Background: an optimization exercise with open tools, aiming at small area, a short achievable clock period and few clock cycles. Do not read the settings as production practice.
Only simulation tests tie the RTL to the original design; equivalence was not proved.
Power and IR drop assume default switching activity.

==> run a: inputs <==
Design rasterizer, start of the top module:
module rasterizer(
        input wire CLK,
        input wire RST,
        input wire START,
        output wire READY,
        input wire [15:0] V0X,
        input wire [15:0] V0Y,
        input wire [15:0] C0,
        input wire [15:0] V1X,
        input wire [15:0] V1Y,
        input wire [15:0] C1,
        input wire [15:0] V2X,
        input wire [15:0] V2Y,
        input wire [15:0] C2,
        output reg [15:0] COLOR,
        output reg [9:0] PX,
        output reg [7:0] PY,
        output reg VALID,
        output reg DONE
);
==> flow/config.mk <==
export PLATFORM = sky130hd
export DESIGN_NAME = rasterizer
export DESIGN_NICKNAME = rasterizer
export VERILOG_FILES = /design/flow/design.v
export SDC_FILE = /design/flow/constraint.sdc
export NUM_CORES = 4
export LEC_CHECK = 0
export CAP_MARGIN = 20
export CORE_MARGIN = 2
export CORE_UTILIZATION = 40
export SLEW_MARGIN = 20
==> flow/constraint.sdc <==
create_clock -name core_clock -period 12.0 [get_ports {CLK}]
set_input_delay 2.4000 -clock core_clock [delete_from_list [all_inputs] [get_ports {CLK}]]
set_output_delay 2.4000 -clock core_clock [all_outputs]
set_load 0.01 [all_outputs]
standard.sh (not shown) runs the stock make flow with config.mk's settings and CLKGATE_MAP_FILE= SYNTH_SCRIPT=/design/flow/synth_recipe.tcl, a recipe that flattens the netlist after the stock synthesis.
==> flow/flow/run.sh <==
#!/bin/bash
set -euo pipefail
bash standard.sh SETUP_SLACK_MARGIN=7.5 finish > standard.log 2>&1
==> inputs of run b, as changes to run a <==
--- a/flow/design.v
+++ b/flow/design.v
@@ -95,19 +95,16 @@
     reg [1:0] ustate;
     reg [5:0] msel;         
     reg empty;              
     wire go = full && !taken && ustate == U_IDLE;
     wire [15:0] vsel = ({16{msel[0]}} & v0x) | ({16{msel[1]}} & v0y) | ({16{msel[2]}} & v1x)
                      | ({16{msel[3]}} & v1y) | ({16{msel[4]}} & v2x) | ({16{msel[5]}} & v2y);
-    wire [15:0] cp = ({16{msel[0]}} & v0y) | ({16{msel[1]}} & v1x) | ({16{msel[2]}} & v1y)
-                   | ({16{msel[3]}} & v2x) | ({16{msel[4]}} & v2y) | ({16{msel[5]}} & v0x);
-    wire [15:0] cq = ({16{msel[0]}} & v1y) | ({16{msel[1]}} & v0x) | ({16{msel[2]}} & v2y)
-                   | ({16{msel[3]}} & v1x) | ({16{msel[4]}} & v0y) | ({16{msel[5]}} & v2x);
     wire [15:0] corner = (msel[1] | msel[3] | msel[5]) ? {bx_ymin[7:0], 6'd32} : {bx_xmin, 6'd32};
     wire signed [15:0] opa = corner - vsel;
-    wire signed [15:0] coef = cp - cq;
+    wire signed [15:0] coef = ({16{msel[0]}} & cA1) | ({16{msel[1]}} & cB1) | ({16{msel[2]}} & cA2)
+                            | ({16{msel[3]}} & cB2) | ({16{msel[4]}} & cA3) | ({16{msel[5]}} & cB3);
     reg signed [15:0] ma, mb;
     reg signed [19:0] q0, q1, q2, q3;
     reg op_v, m1_v, m2_v;
     reg [2:0] op_n, m1_n, m2_n;
     wire signed [4:0] mb0 = {1'b0, mb[3:0]};
     wire signed [4:0] mb1 = {1'b0, mb[7:4]};
@@ -153,13 +150,15 @@
     reg seen;                             
     reg [9:0] cx;                         
     reg [7:0] cy;                         
     reg [15:0] k0, k1, k2;                
     reg [15:0] sk0, sk1, sk2;             
     wire walking = wstate == W_WALK;
-    wire take = wstate == W_IDLE && ustate == U_RDY;
+    wire last_acc = ustate == U_WAIT && m2_v && m2_n == 3'd5;
+    wire take = wstate == W_IDLE && (ustate == U_RDY || last_acc);
+    wire signed [24:0] se3_now = last_acc ? acc_sum : se3;
     wire signed [24:0] rs1 = r1 + B1;
     wire signed [24:0] rs2 = r2 + B2;
     wire signed [24:0] rs3 = r3 + B3;
     wire signed [24:0] e1a, e1b, e1c, e1d, e2a, e2b, e2c, e2d, e3a, e3b, e3c, e3d;
     wire n1a, n1b, n1c, n2a, n2b, n2c, n3a, n3b, n3c;
     edge_step es1(.e(e1), .a(A1), .a3(A1x3), .s1(e1a), .s2(e1b), .s3(e1c), .s4(e1d), .n1(n1a), .n2(n1b), .n3(n1c));
@@ -183,18 +182,22 @@
     wire emit = walking & (seen ? in0 : !pn);
     wire st1 = walking & !leave_row & p0;
     wire st2 = walking & !leave_row & !seen & p1;
     wire st3 = walking & !leave_row & !seen & p2;
     wire st4 = walking & !leave_row & !seen & (p3 | pn);
     wire strow = walking & leave_row;
+    wire ehold = !walking & !take;
     wire [24:0] e1n = ({25{strow}} & rs1) | ({25{st1}} & e1a) | ({25{st2}} & e1b)
-                    | ({25{st3}} & e1c) | ({25{st4}} & e1d) | ({25{take}} & se1);
+                    | ({25{st3}} & e1c) | ({25{st4}} & e1d) | ({25{take}} & se1)
+                    | ({25{ehold}} & e1);
     wire [24:0] e2n = ({25{strow}} & rs2) | ({25{st1}} & e2a) | ({25{st2}} & e2b)
-                    | ({25{st3}} & e2c) | ({25{st4}} & e2d) | ({25{take}} & se2);
+                    | ({25{st3}} & e2c) | ({25{st4}} & e2d) | ({25{take}} & se2)
+                    | ({25{ehold}} & e2);
     wire [24:0] e3n = ({25{strow}} & rs3) | ({25{st1}} & e3a) | ({25{st2}} & e3b)
-                    | ({25{st3}} & e3c) | ({25{st4}} & e3d) | ({25{take}} & se3);
+                    | ({25{st3}} & e3c) | ({25{st4}} & e3d) | ({25{take}} & se3_now)
+                    | ({25{ehold}} & e3);
     wire [9:0] cx1 = cx + 10'd1, cx2 = cx + 10'd2, cx3 = cx + 10'd3, cx4 = cx + 10'd4;
     wire [8:0] rm1 = rem - 9'd1, rm2 = rem - 9'd2, rm3 = rem - 9'd3, rm4 = rem - 9'd4;
     reg pa_v, pa_done;                    
     reg [9:0] pa_x;
     reg [7:0] pa_y;
     reg [15:0] pa_e1, pa_e2, pa_e3;
@@ -236,13 +239,13 @@
                 op_n <= msel[0] ? 3'd0 : msel[1] ? 3'd1 : msel[2] ? 3'd2 :
                         msel[3] ? 3'd3 : msel[4] ? 3'd4 : 3'd5;
                 msel <= {msel[4:0], 1'b0};
                 if (msel[5]) ustate <= U_WAIT;
                 if (msel[1] && bb_h == 8'd0) ustate <= U_RDY;
             end
-            U_WAIT: if (m2_v && m2_n == 3'd5) ustate <= U_RDY;
+            U_WAIT: if (m2_v && m2_n == 3'd5) ustate <= take ? U_IDLE : U_RDY;
             default: if (take) ustate <= U_IDLE;    
         endcase
         if (m2_v) begin
             case (m2_n[2:1])
                 2'd0: se1 <= acc_sum;
                 2'd1: se2 <= acc_sum;
@@ -271,19 +274,21 @@
             rel <= 2'd0;
         end
         if (wstate == W_EMPTY) begin
             pa_done <= 1'b1;
             wstate <= W_IDLE;
         end
-        if (walking) begin
-            pa_v <= emit;
+        pa_v <= emit;
+        begin
             pa_x <= ({10{p0}} & cx) | ({10{p1}} & cx1) | ({10{p2}} & cx2) | ({10{p3}} & cx3);
             pa_y <= cy;
             pa_e1 <= ({16{p0}} & e1[21:6]) | ({16{p1}} & e1a[21:6]) | ({16{p2}} & e1b[21:6]) | ({16{p3}} & e1c[21:6]);
             pa_e2 <= ({16{p0}} & e2[21:6]) | ({16{p1}} & e2a[21:6]) | ({16{p2}} & e2b[21:6]) | ({16{p3}} & e2c[21:6]);
             pa_e3 <= ({16{p0}} & e3[21:6]) | ({16{p1}} & e3a[21:6]) | ({16{p2}} & e3b[21:6]) | ({16{p3}} & e3c[21:6]);
+        end
+        if (walking) begin
             if (leave_row) begin
                 if (last_row) begin
                     pa_done <= 1'b1;
                     wstate <= W_IDLE;
                 end
                 rows <= rows - 8'd1;
@@ -294,19 +299,17 @@
             end else begin
                 if (!pn) seen <= 1'b1;
                 cx <= ({10{st1}} & cx1) | ({10{st2}} & cx2) | ({10{st3}} & cx3) | ({10{st4}} & cx4);
                 rem <= ({9{st1}} & rm1) | ({9{st2}} & rm2) | ({9{st3}} & rm3) | ({9{st4}} & rm4);
             end
         end
-        if (walking | take) begin
-            e1 <= e1n; e2 <= e2n; e3 <= e3n;
-        end
+        e1 <= e1n; e2 <= e2n; e3 <= e3n;
         if (strow | take) begin
             r1 <= take ? se1 : rs1;
             r2 <= take ? se2 : rs2;
-            r3 <= take ? se3 : rs3;
+            r3 <= take ? se3_now : rs3;
         end
         if (take) begin
             full <= 1'b0;
             taken <= 1'b0;
         end else if (!full && START) full <= 1'b1;
         if (RST) begin
Settings changed: GPL_TIMING_DRIVEN set to 0, TNS_END_PERCENT set to 10.
==> inputs of run c, as changes to run a <==
--- a/flow/design.v
+++ b/flow/design.v
@@ -95,19 +95,16 @@
     reg [1:0] ustate;
     reg [5:0] msel;         
     reg empty;              
     wire go = full && !taken && ustate == U_IDLE;
     wire [15:0] vsel = ({16{msel[0]}} & v0x) | ({16{msel[1]}} & v0y) | ({16{msel[2]}} & v1x)
                      | ({16{msel[3]}} & v1y) | ({16{msel[4]}} & v2x) | ({16{msel[5]}} & v2y);
-    wire [15:0] cp = ({16{msel[0]}} & v0y) | ({16{msel[1]}} & v1x) | ({16{msel[2]}} & v1y)
-                   | ({16{msel[3]}} & v2x) | ({16{msel[4]}} & v2y) | ({16{msel[5]}} & v0x);
-    wire [15:0] cq = ({16{msel[0]}} & v1y) | ({16{msel[1]}} & v0x) | ({16{msel[2]}} & v2y)
-                   | ({16{msel[3]}} & v1x) | ({16{msel[4]}} & v0y) | ({16{msel[5]}} & v2x);
     wire [15:0] corner = (msel[1] | msel[3] | msel[5]) ? {bx_ymin[7:0], 6'd32} : {bx_xmin, 6'd32};
     wire signed [15:0] opa = corner - vsel;
-    wire signed [15:0] coef = cp - cq;
+    wire signed [15:0] coef = ({16{msel[0]}} & cA1) | ({16{msel[1]}} & cB1) | ({16{msel[2]}} & cA2)
+                            | ({16{msel[3]}} & cB2) | ({16{msel[4]}} & cA3) | ({16{msel[5]}} & cB3);
     reg signed [15:0] ma, mb;
     reg signed [19:0] q0, q1, q2, q3;
     reg op_v, m1_v, m2_v;
     reg [2:0] op_n, m1_n, m2_n;
     wire signed [4:0] mb0 = {1'b0, mb[3:0]};
     wire signed [4:0] mb1 = {1'b0, mb[7:4]};
@@ -153,13 +150,15 @@
     reg seen;                             
     reg [9:0] cx;                         
     reg [7:0] cy;                         
     reg [15:0] k0, k1, k2;                
     reg [15:0] sk0, sk1, sk2;             
     wire walking = wstate == W_WALK;
-    wire take = wstate == W_IDLE && ustate == U_RDY;
+    wire last_acc = ustate == U_WAIT && m2_v && m2_n == 3'd5;
+    wire take = wstate == W_IDLE && (ustate == U_RDY || last_acc);
+    wire signed [24:0] se3_now = last_acc ? acc_sum : se3;
     wire signed [24:0] rs1 = r1 + B1;
     wire signed [24:0] rs2 = r2 + B2;
     wire signed [24:0] rs3 = r3 + B3;
     wire signed [24:0] e1a, e1b, e1c, e1d, e2a, e2b, e2c, e2d, e3a, e3b, e3c, e3d;
     wire n1a, n1b, n1c, n2a, n2b, n2c, n3a, n3b, n3c;
     edge_step es1(.e(e1), .a(A1), .a3(A1x3), .s1(e1a), .s2(e1b), .s3(e1c), .s4(e1d), .n1(n1a), .n2(n1b), .n3(n1c));
@@ -188,13 +187,13 @@
     wire strow = walking & leave_row;
     wire [24:0] e1n = ({25{strow}} & rs1) | ({25{st1}} & e1a) | ({25{st2}} & e1b)
                     | ({25{st3}} & e1c) | ({25{st4}} & e1d) | ({25{take}} & se1);
     wire [24:0] e2n = ({25{strow}} & rs2) | ({25{st1}} & e2a) | ({25{st2}} & e2b)
                     | ({25{st3}} & e2c) | ({25{st4}} & e2d) | ({25{take}} & se2);
     wire [24:0] e3n = ({25{strow}} & rs3) | ({25{st1}} & e3a) | ({25{st2}} & e3b)
-                    | ({25{st3}} & e3c) | ({25{st4}} & e3d) | ({25{take}} & se3);
+                    | ({25{st3}} & e3c) | ({25{st4}} & e3d) | ({25{take}} & se3_now);
     wire [9:0] cx1 = cx + 10'd1, cx2 = cx + 10'd2, cx3 = cx + 10'd3, cx4 = cx + 10'd4;
     wire [8:0] rm1 = rem - 9'd1, rm2 = rem - 9'd2, rm3 = rem - 9'd3, rm4 = rem - 9'd4;
     reg pa_v, pa_done;                    
     reg [9:0] pa_x;
     reg [7:0] pa_y;
     reg [15:0] pa_e1, pa_e2, pa_e3;
@@ -236,13 +235,13 @@
                 op_n <= msel[0] ? 3'd0 : msel[1] ? 3'd1 : msel[2] ? 3'd2 :
                         msel[3] ? 3'd3 : msel[4] ? 3'd4 : 3'd5;
                 msel <= {msel[4:0], 1'b0};
                 if (msel[5]) ustate <= U_WAIT;
                 if (msel[1] && bb_h == 8'd0) ustate <= U_RDY;
             end
-            U_WAIT: if (m2_v && m2_n == 3'd5) ustate <= U_RDY;
+            U_WAIT: if (m2_v && m2_n == 3'd5) ustate <= take ? U_IDLE : U_RDY;
             default: if (take) ustate <= U_IDLE;    
         endcase
         if (m2_v) begin
             case (m2_n[2:1])
                 2'd0: se1 <= acc_sum;
                 2'd1: se2 <= acc_sum;
@@ -300,13 +299,13 @@
         if (walking | take) begin
             e1 <= e1n; e2 <= e2n; e3 <= e3n;
         end
         if (strow | take) begin
             r1 <= take ? se1 : rs1;
             r2 <= take ? se2 : rs2;
-            r3 <= take ? se3 : rs3;
+            r3 <= take ? se3_now : rs3;
         end
         if (take) begin
             full <= 1'b0;
             taken <= 1'b0;
         end else if (!full && START) full <= 1'b1;
         if (RST) begin
Settings changed: TNS_END_PERCENT set to 10.
==> results.txt <==
Result of the run: run a timing/DRC/antenna clean; run c timing/DRC/antenna clean; run b timing/DRC/antenna clean
Final Hold Slack: run a 0.325 ns; run c 0.307 ns; run b 0.325 ns
Met1 Resource Use GR: run a 0.340; run c 0.344; run b 0.385
Vertical die dimension: run a 478 um; run c 477 um; run b 471 um
Sequential group share of total power: run a 0.247; run c 0.202; run b 0.192
Power of the sequential group: run a 5.90 mW; run c 6.59 mW; run b 7.00 mW
Vias/cell: run a 5.78; run c 5.80; run b 5.85
Xor-xnor portion of the synthesized cell area: run a 0.0671; run c 0.0670; run b 0.0677
Power density over cell area: run a 231 nW/um^2; run c 313 nW/um^2; run b 355 nW/um^2
Number of nets in the finished design: run a 11.0k; run c 11.0k; run b 11.1k
Fraction of the mapped netlist area in simple logic gates: run a 0.134; run c 0.137; run b 0.135
Die area: run a 228000 sq um; run c 228000 sq um; run b 222000 sq um
Arr. time, crit path: run a 5.02 ns; run c 5.19 ns; run b 5.57 ns
Number of flops mapped to enable cells by yosys: run a 725; run c 725; run b 584
Most frequent standard cell in the layout excluding fill and tap cells: run a sky130_fd_sc_hd__ha_1; run c sky130_fd_sc_hd__ha_1; run b sky130_fd_sc_hd__nand2_1
Netlist Area Pre-Place: run a 89700 sq um; run c 89700 sq um; run b 87200 sq um
P_clk: run a 4.68 mW; run c 4.71 mW; run b 4.70 mW
Multiplexer share of the synthesized area: run a 0.0217; run c 0.0224; run b 0.0221
Antenna diode count: run a 4; run c 7; run b 31
Relative contribution of combinational cells to total power: run a 0.557; run c 0.654; run b 0.679
Number of nets in the synthesized netlist: run a 10.7k; run c 10.7k; run b 10.6k
Fraction of met2 tracks used by global routing: run a 0.421; run c 0.423; run b 0.489
Fraction of the cycle the final worst path needs: run a 0.374; run c 0.387; run b 0.412
Testbench counts of run a, summed over its fixed seeds: cycles 22,647.
Testbench counts of run b, summed over its fixed seeds: cycles 22,438.
Testbench counts of run c, summed over its fixed seeds: cycles 22,438.

afterwards: timing with drivers on the ports:
In the flow no input, the clock included, has a driving cell. The finished layouts below were timed again as built, in two steps. Step 1 (the two cells are an assumption about what drives the block):
set clk [get_ports {CLK}]
set_driving_cell -lib_cell sky130_fd_sc_hd__clkbuf_16 $clk
set_driving_cell -lib_cell sky130_fd_sc_hd__buf_2 [delete_from_list [all_inputs] $clk]
Step 2, shift: input delay + t, output delay - t, t = (earliest + latest rising clock arrival at the registers) / 2. This alone moves slack from input paths to output paths. Three values: ideal ports, drivers, drivers and shift; two values: the first two.
run	t, ns	setup slack, ns	worst data-port slew with drivers (ns)
run a	0.887	7.514 / 7.514 / 7.514	0.07
run b	0.897	7.051 / 7.051 / 7.051	0.14
run c	0.893	7.357 / 7.357 / 7.357	0.07
After both steps every run listed still meets setup and hold.
